Source: an optimization exercise on an open RTL-to-GDS flow (aim: small area). Production flows keep margins and buffers that such runs may drop. The RTL was checked by simulation tests, not by an equivalence proof against the original design. Power and IR drop assume default switching activity.

JK:
==> module FingerIdentification, before the edit <==
module FingerIdentification(object_image,
                            palm_width,
                            palm_height,
                            start_of_palm_r,
                            start_of_palm_c,
                            end_of_palm_r,
                            end_of_palm_c,
                            row_count, col_count, palm_locked,
                            thumb_status,
                            index_status,
                            middle_status,
                            ring_status,
                            pinky_status,
                            rst,clk);
   input       object_image;
   input [7:0] palm_width, palm_height;
   input [7:0] start_of_palm_r, start_of_palm_c;
   input [7:0] end_of_palm_r, end_of_palm_c;
   input [7:0] row_count;
   input [6:0] col_count;
   input       palm_locked;
   input       rst, clk;
   output reg  thumb_status, index_status, middle_status, ring_status, pinky_status;
   reg [7:0] pinky_true, ring_true, middle_true, index_true, thumb_true;
   wire [7:0] w = palm_width, h = palm_height;
   wire [7:0] row = row_count;
   wire [7:0] col = {1'b0, col_count};
   function gt;
      input [7:0] a, b;
      integer i;
      reg c;
      begin
         c = 1'b0;
         for (i = 0; i < 8; i = i + 1)
           c = (a[i] & ~b[i]) | (c & (a[i] | ~b[i]));
         gt = c;
      end
   endfunction
   wire [7:0] box_bottom   = end_of_palm_r + h;
   wire [7:0] box_top      = box_bottom + h;
   wire [7:0] pinky_right  = end_of_palm_c - (w >> 2);
   wire [7:0] pinky_left   = pinky_right + w;
   wire [7:0] ring_left    = pinky_right - 8'd3;
   wire [7:0] index_right  = start_of_palm_c - 8'd12 - w;
   wire [7:0] thumb_right  = start_of_palm_c - 8'd10 - h;
   wire [6:0] sc = start_of_palm_c[6:0];
   wire signed [8:0] d  = {2'b00, col_count} - {2'b00, sc};         
   wire signed [9:0] e  = {d[8], d} - {3'b000, w[7:1]};              
   wire [7:0]        sh = {1'b0, sc} + {1'b0, w[7:1]};               
   wire signed [9:0] dr = {2'b00, row} - {2'b00, start_of_palm_r};   
   wire gt_middle_right = (sc >= 7'd12) && (d >= -9'sd11);
   wire lt_index_left   = (sc <  7'd12) || (d <= -9'sd13);
   wire lt_thumb_left   = (sc <  7'd10) || (d <= -9'sd11);
   wire gt_ring_right   = (sh >= 8'd5)   && (e >= -10'sd4);
   wire lt_middle_left  = (sh <= 8'd11)  || (e <= -10'sd13);
   wire gt_thumb_bottom = dr > 10'sd0;
   wire lt_thumb_top    = (start_of_palm_r < 8'd226) ? (dr < 10'sd30) : (dr < -10'sd226);
   wire active  = palm_locked && (w != 8'd0);
   wire rows4   = active && gt(row, box_bottom) && gt(box_top, row);
   wire pinky_in  = rows4 && gt(col, pinky_right)  && gt(pinky_left, col);
   wire ring_in   = rows4 && gt_ring_right         && gt(ring_left, col);
   wire middle_in = rows4 && gt_middle_right       && lt_middle_left;
   wire index_in  = rows4 && gt(col, index_right)  && lt_index_left;
   wire thumb_in  = active && gt_thumb_bottom && lt_thumb_top &&
                    gt(col, thumb_right) && lt_thumb_left;
   always @(posedge clk) begin
      if (rst) begin
         thumb_status <= 1'b0; index_status <= 1'b0; middle_status <= 1'b0;
         ring_status <= 1'b0;  pinky_status <= 1'b0;
         pinky_true <= 8'd0; ring_true <= 8'd0; middle_true <= 8'd0;
         index_true <= 8'd0; thumb_true <= 8'd0;
      end
      else begin
         if (pinky_in) begin
            if (object_image) pinky_true <= pinky_true + 8'd1;
            if (pinky_true > 8'd200) pinky_status <= 1'b1;
         end
         if (ring_in) begin
            if (object_image) ring_true <= ring_true + 8'd1;
            if (ring_true > 8'd250) ring_status <= 1'b1;
         end
         if (middle_in) begin
            if (object_image) middle_true <= middle_true + 8'd1;
            if (middle_true > 8'd250) middle_status <= 1'b1;
         end
         if (index_in) begin
            if (object_image) index_true <= index_true + 8'd1;
            if (index_true > 8'd250) index_status <= 1'b1;
         end
         if (thumb_in) begin
            if (object_image) thumb_true <= thumb_true + 8'd1;
            if (thumb_true > 8'd250) thumb_status <= 1'b1;
         end
      end
   end
endmodule
==> flow/config.mk <==
export PLATFORM = sky130hd
export DESIGN_NAME = SignToText
export DESIGN_NICKNAME = SignToText
export VERILOG_FILES = /design/flow/design.v
export SDC_FILE = /design/flow/constraint.sdc
export NUM_CORES = 4
export LEC_CHECK = 0
export CAP_MARGIN = 20
export CORE_MARGIN = 2
export CORE_UTILIZATION = 40
export SLEW_MARGIN = 20
==> flow/constraint.sdc <==
create_clock -name core_clock -period 10.0 [get_ports {clk}]
set_input_delay 2.0000 -clock core_clock [delete_from_list [all_inputs] [get_ports {clk}]]
set_output_delay 2.0000 -clock core_clock [all_outputs]
set_load 0.01 [all_outputs]
standard.sh (not shown) runs the stock make flow with config.mk's settings and CLKGATE_MAP_FILE= SYNTH_SCRIPT=/design/flow/synth_recipe.tcl, a recipe that flattens the netlist after the stock synthesis.
==> flow/flow/run.sh <==
#!/bin/bash
# Layout flow: the standard synthesis, then an area-oriented re-mapping of the
# combinational logic with ABC (registers untouched: same cells, same names), then
# the standard layout with every port buffered by a buf_1.
set -euo pipefail
WORK=$(pwd)
FLOW=$WORK/flow
R=$WORK/orfs/results/$FLOW_PLATFORM/SignToText/base
LIB=$FLOW_HOME/platforms/$FLOW_PLATFORM/lib/sky130_fd_sc_hd__tt_025C_1v80.lib
YOSYS=yosys
[ -x "$FLOW_HOME/../tools/install/yosys/bin/yosys" ] && YOSYS=$FLOW_HOME/../tools/install/yosys/bin/yosys

# 1. standard synthesis
bash standard.sh synth > $WORK/1_standard_synth.log 2>&1

# 2. re-map the combinational logic
cp $R/1_2_yosys.v $WORK/1_2_yosys_standard.v
python3 $FLOW/libmodels.py $LIB > $WORK/comb_models.v
cat > $WORK/remap.abc <<EOA
&get -n; &st; &deepsyn -T 120; &dch -f; &nf -R 1000 -p -F 10 -A 6; &put
EOA
cat > $WORK/remap.ys <<EOY
read_liberty -lib $LIB
read_verilog -overwrite $WORK/comb_models.v
read_verilog $WORK/1_2_yosys_standard.v
hierarchy -check -top $FLOW_TOP
flatten
techmap
opt -purge
abc -liberty $LIB -dont_use sky130_fd_sc_hd__probe_p_8 -dont_use sky130_fd_sc_hd__probec_p_8 -dont_use *lpflow* -script $WORK/remap.abc
read_liberty -lib -overwrite $LIB
opt_clean -purge
hilomap -singleton -hicell sky130_fd_sc_hd__conb_1 HI -locell sky130_fd_sc_hd__conb_1 LO
splitnets
opt_clean -purge
tee -o $WORK/remap_stat.txt stat -liberty $LIB
check -assert -mapped
write_verilog -noattr -nohex -nodec $WORK/1_2_yosys_remapped.v
EOY
$YOSYS -s $WORK/remap.ys > $WORK/2_remap_yosys.log 2>&1
cp $WORK/1_2_yosys_remapped.v $R/1_2_yosys.v
rm -f $R/1_synth.odb $R/1_synth.sdc

# 3. standard layout from the re-mapped netlist
bash standard.sh BUFFER_PORTS_ARGS="-buffer_cell sky130_fd_sc_hd__buf_1" CTS_ARGS="-sink_clustering_enable -repair_clock_nets -buf_list sky130_fd_sc_hd__clkbuf_8 -dont_use_dummy_load" finish > $WORK/3_standard_layout.log 2>&1
Other scripts of this flow, unchanged in this note and not shown: flow/flow/libmodels.py
--- input diff JK..MS ---
diff --git a/flow/design.v b/flow/design.v
--- a/flow/design.v
+++ b/flow/design.v
@@ -449,29 +449,29 @@
          pinky_true <= 8'd0; ring_true <= 8'd0; middle_true <= 8'd0;
          index_true <= 8'd0; thumb_true <= 8'd0;
       end
       else begin
          if (pinky_in) begin
             if (object_image) pinky_true <= pinky_true + 8'd1;
-            if (pinky_true > 8'd200) pinky_status <= 1'b1;
+            if (pinky_true == 8'd201) pinky_status <= 1'b1;
          end
          if (ring_in) begin
             if (object_image) ring_true <= ring_true + 8'd1;
-            if (ring_true > 8'd250) ring_status <= 1'b1;
+            if (ring_true == 8'd251) ring_status <= 1'b1;
          end
          if (middle_in) begin
             if (object_image) middle_true <= middle_true + 8'd1;
-            if (middle_true > 8'd250) middle_status <= 1'b1;
+            if (middle_true == 8'd251) middle_status <= 1'b1;
          end
          if (index_in) begin
             if (object_image) index_true <= index_true + 8'd1;
-            if (index_true > 8'd250) index_status <= 1'b1;
+            if (index_true == 8'd251) index_status <= 1'b1;
          end
          if (thumb_in) begin
             if (object_image) thumb_true <= thumb_true + 8'd1;
-            if (thumb_true > 8'd250) thumb_status <= 1'b1;
+            if (thumb_true == 8'd251) thumb_status <= 1'b1;
          end
       end
    end
 endmodule
 module SignIdentification(thumb_status,
 			  index_status,
Findings:
Relative to JK, the global-route wire length before repair measured on MS has decreased slightly.
Between MS and JK, the standard cell area after detailed placement figures differ only marginally.
Of MS and JK, the lower combinational power share belongs to JK.
Any difference in starting density of the core between MS and JK is small enough to ignore.
Slack of the critical path was higher in JK than in MS.
Between MS and JK, it is MS whose worst slack on hold paths is higher, by 0.0040 ns.
For the global-route usage, MS came in 0.60 points lower than JK did.
Delta (MS minus JK): non-clock buffer total of the final layout picked up an extra 4, total power rose by about 1.5%.

==> re-timing with driven ports <==
How much do the figures lean on ideal ports? The routed layouts below were timed once more, with nothing changed but the port constraints. Step 1 assumes that a clkbuf_16 drives the clock port and a buf_2 every other input. Step 2 moves the port delays by t, midway between the first and last clock arrival at a register: inputs arrive t later, outputs are due t later. That takes back most of the time a late clock gives input paths. Slacks: no drivers / after step 1 / after step 2; pairs: no drivers / after step 1.
| run | t (ns) | setup WS [ns] | worst setup path after step 2 | latest minus earliest clock arrival (ns) | worst data-port slew with drivers (ns) |
|---|---|---|---|---|---|
| JK | 0.459 | 2.373 / 2.388 / 1.930 | input to register | 0.030 / 0.031 | 0.04 |
| MS | 0.467 | 2.026 / 2.040 / 1.573 | input to register | 0.036 / 0.036 | 0.04 |
After both steps setup and hold are still met in every run listed. The setup slack of MS, which loses most, moves by +0.014 ns with the drivers and by -0.453 ns with both steps.
